What follows belongs to an exercise in optimizing a design on an open flow for small area, a short achievable clock period and few clock cycles per item; a production flow would make more cautious choices. Where RTL was checked, it was by simulation tests only, not by an equivalence proof against the original.

## angle_frame
module angle_frame(
	input clk,
	input rst,
	input start,
	input [11:0] x,
	input [11:0] y,
	output [55:0] frame,
	output frame_valid
    );
	reg        busy;
	reg        valid;
	reg  [20:0] dig;
	reg  [7:0]  crc_hi;          
	wire [31:0] z;
	wire [20:0] dig_next;
	wire [7:0]  crc_hi_next, crc_lo, crc_0;
	wire        done;
	atang Arctg_alg(.clk(clk), .load(start), .x(x), .y(y), .z(z), .done(done));
	conv_dec_ascii Conversie(.d_in(z[31:15]), .digits(dig_next));
	CRC crc_a(.digits({dig_next[20:4], 4'd0}), .crc(crc_hi_next));
	CRC crc_b(.digits({17'd0, dig[3:0]}), .crc(crc_lo));
	CRC crc_c(.digits(21'd0), .crc(crc_0));
	wire last = done;
	always @(posedge clk) begin
		dig <= dig_next;
		crc_hi <= crc_hi_next;
		if (rst) begin
			busy  <= 1'b0;
			valid <= 1'b0;
		end else begin
			busy  <= start | (busy & ~last);
			valid <= busy & last;
		end
	end
	assign frame = {7'b0011000, dig[20], 4'h3, dig[19:16], 4'h3, dig[15:12],
	                4'h3, dig[11:8], 4'h3, dig[7:4], 4'h3, dig[3:0],
	                crc_hi ^ crc_lo ^ crc_0};
	assign frame_valid = valid;
endmodule
Settings: LEC_CHECK=0, CAP_MARGIN=20, CORE_MARGIN=2, CORE_UTILIZATION=40, CTS_BUF_LIST=sky130_fd_sc_hd__clkbuf_16, CTS_CLUSTER_DIAMETER=80, CTS_CLUSTER_SIZE=24, SETUP_SLACK_MARGIN=4.7, SLEW_MARGIN=20, SYNTH_MEMORY_MAX_BITS=65536; clock period 8.0 ns.
standard.sh (not shown) runs the stock make flow with config.mk's settings and CLKGATE_MAP_FILE= SYNTH_SCRIPT=/design/flow/synth_recipe.tcl, a recipe that flattens the netlist after the stock synthesis.
==> flow/flow/run.sh <==
#!/bin/bash
# Layout flow: the standard synthesis, then the combinational logic
# (everything but the flip-flops, which keep their names and cells) is
# re-mapped by ABC with an area-recovering script; then the standard
# layout from the netlist, with sky130_fd_sc_hd__buf_2 port buffers.
# Every tool's output goes to a log file in this folder.
set -euo pipefail
bash standard.sh synth > flow_synth.log 2>&1
R=orfs/results/sky130hd/angle_frame/base
cp $R/1_2_yosys.v $R/1_2_yosys_standard.v
LIB=$FLOW_HOME/platforms/sky130hd/lib/sky130_fd_sc_hd__tt_025C_1v80.lib
sed -e "s#@IN@#$R/1_2_yosys_standard.v#" -e "s#@OUT@#$R/1_2_yosys.v#" \
    -e "s#@LIB@#$LIB#g" -e "s#@ABC@#flow/resynth.abc#" flow/resynth.ys > resynth.ys
yosys -l yosys_resynth.log -q resynth.ys > /dev/null 2>&1
bash standard.sh BUFFER_PORTS_ARGS="-buffer_cell sky130_fd_sc_hd__buf_2" finish > flow_finish.log 2>&1
Other scripts of this flow, unchanged in this note and not shown: flow/flow/resynth.abc, flow/flow/resynth.ys
Next try:
--- a/flow/design.v
+++ b/flow/design.v
@@ -6,15 +6,15 @@
 	output     [31:0] z,
 	output            done        
     );
 	reg  [32:0] xr;              
 	reg  [34:0] rr;              
 	reg  [31:0] zr;
 	reg  [31:1] t;               
-	wire [30:0] oh = t[31:1] & ~{t[30:1], 1'b0};    
+	reg  [16:0] oh;              
 	reg         dn;              
 	wire d = rr[34];             
 	wire dx = ~dn;
 	reg  [29:0] a;
 	wire [29:0] anext = ({30{oh[0]}} & 30'h1C128E80) |
 	                    ({30{oh[1]}} & 30'h0E400224) |
 	                    ({30{oh[2]}} & 30'h0727154C) |
@@ -98,14 +98,15 @@
 	add33 xadd(.a(xr), .b(ysh ^ {33{dx}}), .ci(dx), .s(xnext));
 	add32 zadd(.a(zr), .b({2'b00, a} ^ {32{dx}}), .ci(dx), .s(znext));
 	wire [12:0] xy_sum, xy_dif;
 	add13 sadd(.a({1'b0, x}), .b({1'b0, y}), .ci(1'b0), .s(xy_sum));
 	add13 dadd(.a({1'b0, y}), .b(~{1'b0, x}), .ci(1'b1), .s(xy_dif));
 	always @(posedge clk) begin
 		t <= load ? 31'h7fffffff : {t[30:1], 1'b0};
+		oh <= load ? 17'd1 : {oh[15:0], 1'b0};
 		a <= load ? 30'h35214E63 : anext;
 		dn <= load ? ~xy_dif[12] : ~rnext[34];
 		if (load) begin
 			xr <= {1'b0, xy_sum, 19'b0};
 			rr <= {{3{xy_dif[12]}}, xy_dif, 19'b0};
 			zr <= 32'h5A000000;
 		end else begin
@@ -688,20 +689,20 @@
 endmodule
 module conv_dec_ascii(
 	input  [16:0] d_in,
 	output [20:0] digits     
     );
 	wire [6:0] i = d_in[16:10];
 	wire [9:0] f = d_in[9:0];
-	wire [13:0] m1 = {1'b0, f, 3'b0} + {3'b0, f, 1'b0};
-	wire [13:0] m2 = {1'b0, m1[9:0], 3'b0} + {3'b0, m1[9:0], 1'b0};
-	wire [13:0] m3 = {1'b0, m2[9:0], 3'b0} + {3'b0, m2[9:0], 1'b0};
-	wire [3:0] qh = m1[13:10];
-	wire [3:0] qt = m2[13:10];
-	wire [3:0] qo = m3[13:10];
+	wire [13:0] p1 = {1'b0, f, 3'b0} + {3'b0, f, 1'b0};
+	wire [16:0] p2 = {1'b0, f, 6'b0} + {2'b0, f, 5'b0} + {5'b0, f, 2'b0};
+	wire [13:0] p3 = {1'b0, p2[9:0], 3'b0} + {3'b0, p2[9:0], 1'b0};
+	wire [3:0] qh = p1[13:10];
+	wire [3:0] qt = p2[13:10] - {qh[0], 3'b0} - {qh[2:0], 1'b0};
+	wire [3:0] qo = p3[13:10];
 	wire [3:0] it = (i >= 7'd120) ? 4'd12 : (i >= 7'd110) ? 4'd11 : (i >= 7'd100) ? 4'd10 :
 	                (i >= 7'd90) ? 4'd9 : (i >= 7'd80) ? 4'd8 : (i >= 7'd70) ? 4'd7 :
 	                (i >= 7'd60) ? 4'd6 : (i >= 7'd50) ? 4'd5 : (i >= 7'd40) ? 4'd4 :
 	                (i >= 7'd30) ? 4'd3 : (i >= 7'd20) ? 4'd2 : (i >= 7'd10) ? 4'd1 : 4'd0;
 	wire [6:0] io = i - {it, 3'b0} - {2'b0, it, 1'b0};
 	wire       ih = it[3] & (it[2] | it[1]);
 	wire [8:0] ti = {ih, ih ? it - 4'd10 : it, io[3:0]};
@@ -737,34 +738,34 @@
 	input [11:0] y,
 	output [55:0] frame,
 	output frame_valid
     );
 	reg        busy;
 	reg        valid;
 	reg  [20:0] dig;
-	reg  [7:0]  crc_hi;          
+	reg  [7:0]  crc;
 	wire [31:0] z;
 	wire [20:0] dig_next;
-	wire [7:0]  crc_hi_next, crc_lo, crc_0;
+	wire [7:0]  crc_hi, crc_lo, crc_0;
 	wire        done;
 	atang Arctg_alg(.clk(clk), .load(start), .x(x), .y(y), .z(z), .done(done));
 	conv_dec_ascii Conversie(.d_in(z[31:15]), .digits(dig_next));
-	CRC crc_a(.digits({dig_next[20:4], 4'd0}), .crc(crc_hi_next));
-	CRC crc_b(.digits({17'd0, dig[3:0]}), .crc(crc_lo));
+	CRC crc_a(.digits({dig_next[20:4], 4'd0}), .crc(crc_hi));
+	CRC crc_b(.digits({17'd0, dig_next[3:0]}), .crc(crc_lo));
 	CRC crc_c(.digits(21'd0), .crc(crc_0));
 	wire last = done;
 	always @(posedge clk) begin
 		dig <= dig_next;
-		crc_hi <= crc_hi_next;
+		crc <= crc_hi ^ crc_lo ^ crc_0;
 		if (rst) begin
 			busy  <= 1'b0;
 			valid <= 1'b0;
 		end else begin
 			busy  <= start | (busy & ~last);
 			valid <= busy & last;
 		end
 	end
 	assign frame = {7'b0011000, dig[20], 4'h3, dig[19:16], 4'h3, dig[15:12],
 	                4'h3, dig[11:8], 4'h3, dig[7:4], 4'h3, dig[3:0],
-	                crc_hi ^ crc_lo ^ crc_0};
+	                crc};
 	assign frame_valid = valid;
 endmodule
The changed run ran to the end with no violations.
Cell count goes up by about 4.6%.
Hold slack got worse by 0.0053 ns.
Synthesized area goes up by 4.8%.
Die area goes up by 4.7%.
Routed wire length goes down by about 1%.
Via count goes up by about 5%.
Core utilization goes down by 4.4 points.
Final area goes down by about 3.7%.
Clock skew is about the same.
Clock-buffer cell count goes down by 1.
Function was not checked in any run of this note: the RTL went through the layout flow alone.

========
== rev 12 ==
angle_frame, a different RTL version from the one above (not shown whole).
Size in the first run: roughly 0.016 mm^2 of cells after synthesis.
export LEC_CHECK = 0
export CAP_MARGIN = 20
export CORE_MARGIN = 2
export CORE_UTILIZATION = 40
export CTS_BUF_LIST = sky130_fd_sc_hd__clkbuf_16
export CTS_CLUSTER_DIAMETER = 80
export CTS_CLUSTER_SIZE = 24
export SETUP_SLACK_MARGIN = 4.7
export SLEW_MARGIN = 20
export SYNTH_MEMORY_MAX_BITS = 65536
create_clock -name core_clock -period 8.0 [get_ports {clk}]
==> flow/flow/resynth.abc <==
strash
dch
map -B 0.2
topo
stime -c
upsize -c
dnsize -c
==> flow/flow/resynth.ys <==
read_liberty -overwrite -ignore_miss_func @LIB@
read_verilog -overwrite @IN@
hierarchy -top angle_frame
setattr -mod -set keep_hierarchy 1 sky130_fd_sc_hd__df*
flatten
opt_clean
abc -script @ABC@ -liberty @LIB@ -dont_use sky130_fd_sc_hd__lpflow_bleeder_1 -dont_use sky130_fd_sc_hd__lpflow_clkbufkapwr_1 -dont_use sky130_fd_sc_hd__lpflow_clkbufkapwr_16 -dont_use sky130_fd_sc_hd__lpflow_clkbufkapwr_2 -dont_use sky130_fd_sc_hd__lpflow_clkbufkapwr_4 -dont_use sky130_fd_sc_hd__lpflow_clkbufkapwr_8 -dont_use sky130_fd_sc_hd__lpflow_clkinvkapwr_1 -dont_use sky130_fd_sc_hd__lpflow_clkinvkapwr_16 -dont_use sky130_fd_sc_hd__lpflow_clkinvkapwr_2 -dont_use sky130_fd_sc_hd__lpflow_clkinvkapwr_4 -dont_use sky130_fd_sc_hd__lpflow_clkinvkapwr_8 -dont_use sky130_fd_sc_hd__lpflow_decapkapwr_12 -dont_use sky130_fd_sc_hd__lpflow_decapkapwr_3 -dont_use sky130_fd_sc_hd__lpflow_decapkapwr_4 -dont_use sky130_fd_sc_hd__lpflow_decapkapwr_6 -dont_use sky130_fd_sc_hd__lpflow_decapkapwr_8 -dont_use sky130_fd_sc_hd__lpflow_inputiso0n_1 -dont_use sky130_fd_sc_hd__lpflow_inputiso0p_1 -dont_use sky130_fd_sc_hd__lpflow_inputiso1n_1 -dont_use sky130_fd_sc_hd__lpflow_inputiso1p_1 -dont_use sky130_fd_sc_hd__lpflow_inputisolatch_1 -dont_use sky130_fd_sc_hd__lpflow_isobufsrc_1 -dont_use sky130_fd_sc_hd__lpflow_isobufsrc_16 -dont_use sky130_fd_sc_hd__lpflow_isobufsrc_2 -dont_use sky130_fd_sc_hd__lpflow_isobufsrc_4 -dont_use sky130_fd_sc_hd__lpflow_isobufsrc_8 -dont_use sky130_fd_sc_hd__lpflow_isobufsrckapwr_16 -dont_use sky130_fd_sc_hd__lpflow_lsbuf_lh_hl_isowell_tap_1 -dont_use sky130_fd_sc_hd__lpflow_lsbuf_lh_hl_isowell_tap_2 -dont_use sky130_fd_sc_hd__lpflow_lsbuf_lh_hl_isowell_tap_4 -dont_use sky130_fd_sc_hd__lpflow_lsbuf_lh_isowell_4 -dont_use sky130_fd_sc_hd__lpflow_lsbuf_lh_isowell_tap_1 -dont_use sky130_fd_sc_hd__lpflow_lsbuf_lh_isowell_tap_2 -dont_use sky130_fd_sc_hd__lpflow_lsbuf_lh_isowell_tap_4 -dont_use sky130_fd_sc_hd__probe_p_8 -dont_use sky130_fd_sc_hd__probec_p_8 
opt_clean -purge
hilomap -singleton -hicell sky130_fd_sc_hd__conb_1 HI -locell sky130_fd_sc_hd__conb_1 LO
setundef -zero
splitnets
opt_clean -purge
stat -liberty @LIB@
delete =sky130_fd_sc_hd__*
write_verilog -noattr -noexpr -nohex -nodec @OUT@
Scripts as last shown in full above: flow/flow/run.sh
Testbench counts of rev 12, summed over its fixed seeds: cycles 155,428, frames 8,000.
The following lists how rev 13 was set up differently from rev 12:
--- a/flow/design.v
+++ b/flow/design.v
@@ -1,16 +1,14 @@
 module atang(
 	input             clk,
 	input             load,       
 	input      [11:0] x,
 	input      [11:0] y,
 	output     [31:0] z,
-	output            far2,       
-	output            far1,       
-	output            dec         
+	output            done        
     );
 	reg  [32:0] xr;              
 	reg  [34:0] rr;              
 	reg  [31:0] zr;
 	reg  [31:1] t;               
 	reg  [16:0] oh;              
 	reg         dn;              
@@ -135,17 +133,15 @@
 		end else begin
 			xr <= xnext;
 			rr <= rnext;
 			zr <= znext;
 		end
 	end
 	wire [14:0] zl = zr[14:0] ^ {15{dn}};
-	assign far2 = ~|a[29:14] & (zl >= {a[13:0], 1'b0});
-	assign far1 = ~|a[29:15] & (zl >= a[14:0]);
-	assign dec = dx;
+	assign done = ~|a[29:14] & (zl >= {a[13:0], 1'b0});
 	assign z = zr;
 endmodule
 module add35(input [34:0] a, input [34:0] b, input ci, output [34:0] s);
 	wire [34:0] p0 = a ^ b;
 	wire [34:0] g0 = a & b;
 	wire gc0 = g0[0] | (p0[0] & ci);
 	wire gn1 = g0[1] | (p0[1] & gc0);
@@ -767,37 +763,30 @@
 	reg        busy;
 	reg        valid;
 	reg  [20:0] dig;
 	reg  [7:0]  crc_hi;          
 	wire [31:0] z;
 	wire [20:0] dig_next;
 	wire [7:0]  crc_hi_next, crc_lo, crc_0;
-	wire        far2, far1, dec;
-	atang Arctg_alg(.clk(clk), .load(start), .x(x), .y(y), .z(z),
-	                .far2(far2), .far1(far1), .dec(dec));
+	wire        done;
+	atang Arctg_alg(.clk(clk), .load(start), .x(x), .y(y), .z(z), .done(done));
 	conv_dec_ascii Conversie(.d_in(z[31:15]), .digits(dig_next));
 	CRC crc_a(.digits({dig_next[20:4], 4'd0}), .crc(crc_hi_next));
 	CRC crc_b(.digits({17'd0, dig[3:0]}), .crc(crc_lo));
 	CRC crc_c(.digits(21'd0), .crc(crc_0));
-	reg        pend;
-	reg        dprev;
-	wire       late = pend & (dec ^ dprev);
-	wire       live = busy & ~late;
+	wire last = done;
 	always @(posedge clk) begin
 		dig <= dig_next;
 		crc_hi <= crc_hi_next;
-		dprev <= dec;
 		if (rst) begin
 			busy  <= 1'b0;
 			valid <= 1'b0;
-			pend  <= 1'b0;
 		end else begin
-			busy  <= start | (live & ~far2);
-			valid <= live & far2;
-			pend  <= live & ~far2 & far1;
+			busy  <= start | (busy & ~last);
+			valid <= busy & last;
 		end
 	end
 	assign frame = {7'b0011000, dig[20], 4'h3, dig[19:16], 4'h3, dig[15:12],
 	                4'h3, dig[11:8], 4'h3, dig[7:4], 4'h3, dig[3:0],
 	                crc_hi ^ crc_lo ^ crc_0};
-	assign frame_valid = valid | late;
+	assign frame_valid = valid;
 endmodule
[summary]
Rev 12: all stages complete, timing, DRC and antenna checks passed
Every stage of the flow completed for rev 13, and the final layout passed the timing, design-rule and antenna checks.
Global-route usage: rev 13 > rev 12
Rev 12 has a lower global routing usage on met1 than rev 13.
Compared with rev 12, rev 13 shows detailed-routing wirelength on met1 that has gone up by a few percent.
Number of standard cells in the final layout excluding fillers ends up higher on rev 12.
Diff rev 12 -> rev 13: headroom to the max-slew limit now sits lower, inverter count lost about 1.7%, area of the die now sits higher, fmax has increased, design area went down.
Relative to rev 12, worst hold slack increased by 58 ps in rev 13.
Function not checked in rev 13: the RTL went through the layout flow alone.

separate check: timing with driven ports:
How much do the figures lean on ideal ports? The routed layouts below were timed once more, with nothing changed but the port constraints.
Step 1 sets driving cells, clkbuf_16 on the clock port and buf_2 on the other inputs (assumed; they add their load-dependent delay and slew).
Step 2, shift: input delay + t, output delay - t, t = (earliest + latest rising clock arrival at the registers) / 2. This alone moves slack from input paths to output paths.
a / b / c = ideal / step 1 / step 2; a / b = the first two.
run | t, ns | setup WS [ns] | hold slack, ns | latest minus earliest clock arrival (ns) | slew at the worst register clock pin (ns)
the first run of note 1 | 0.546 | 4.668 / 4.668 / 4.211 | 0.446 / 0.446 / 0.446 | 0.032 / 0.033 | 0.11 / 0.11
the second run of note 1 | 0.581 | 4.829 / 4.829 / 4.334 | 0.441 / 0.441 / 0.441 | 0.032 / 0.031 | 0.10 / 0.10
rev 12 | 0.522 | 4.727 / 4.696 / 4.223 | 0.399 / 0.399 / 0.399 | 0.015 / 0.014 | 0.08 / 0.08
rev 13 | 0.527 | 4.744 / 4.743 / 4.216 | 0.457 / 0.457 / 0.457 | 0.016 / 0.016 | 0.08 / 0.08
After both steps every run listed still meets setup and hold. The setup slack of rev 13, which loses most, moves by -0.001 ns with the drivers and by -0.528 ns with both steps.
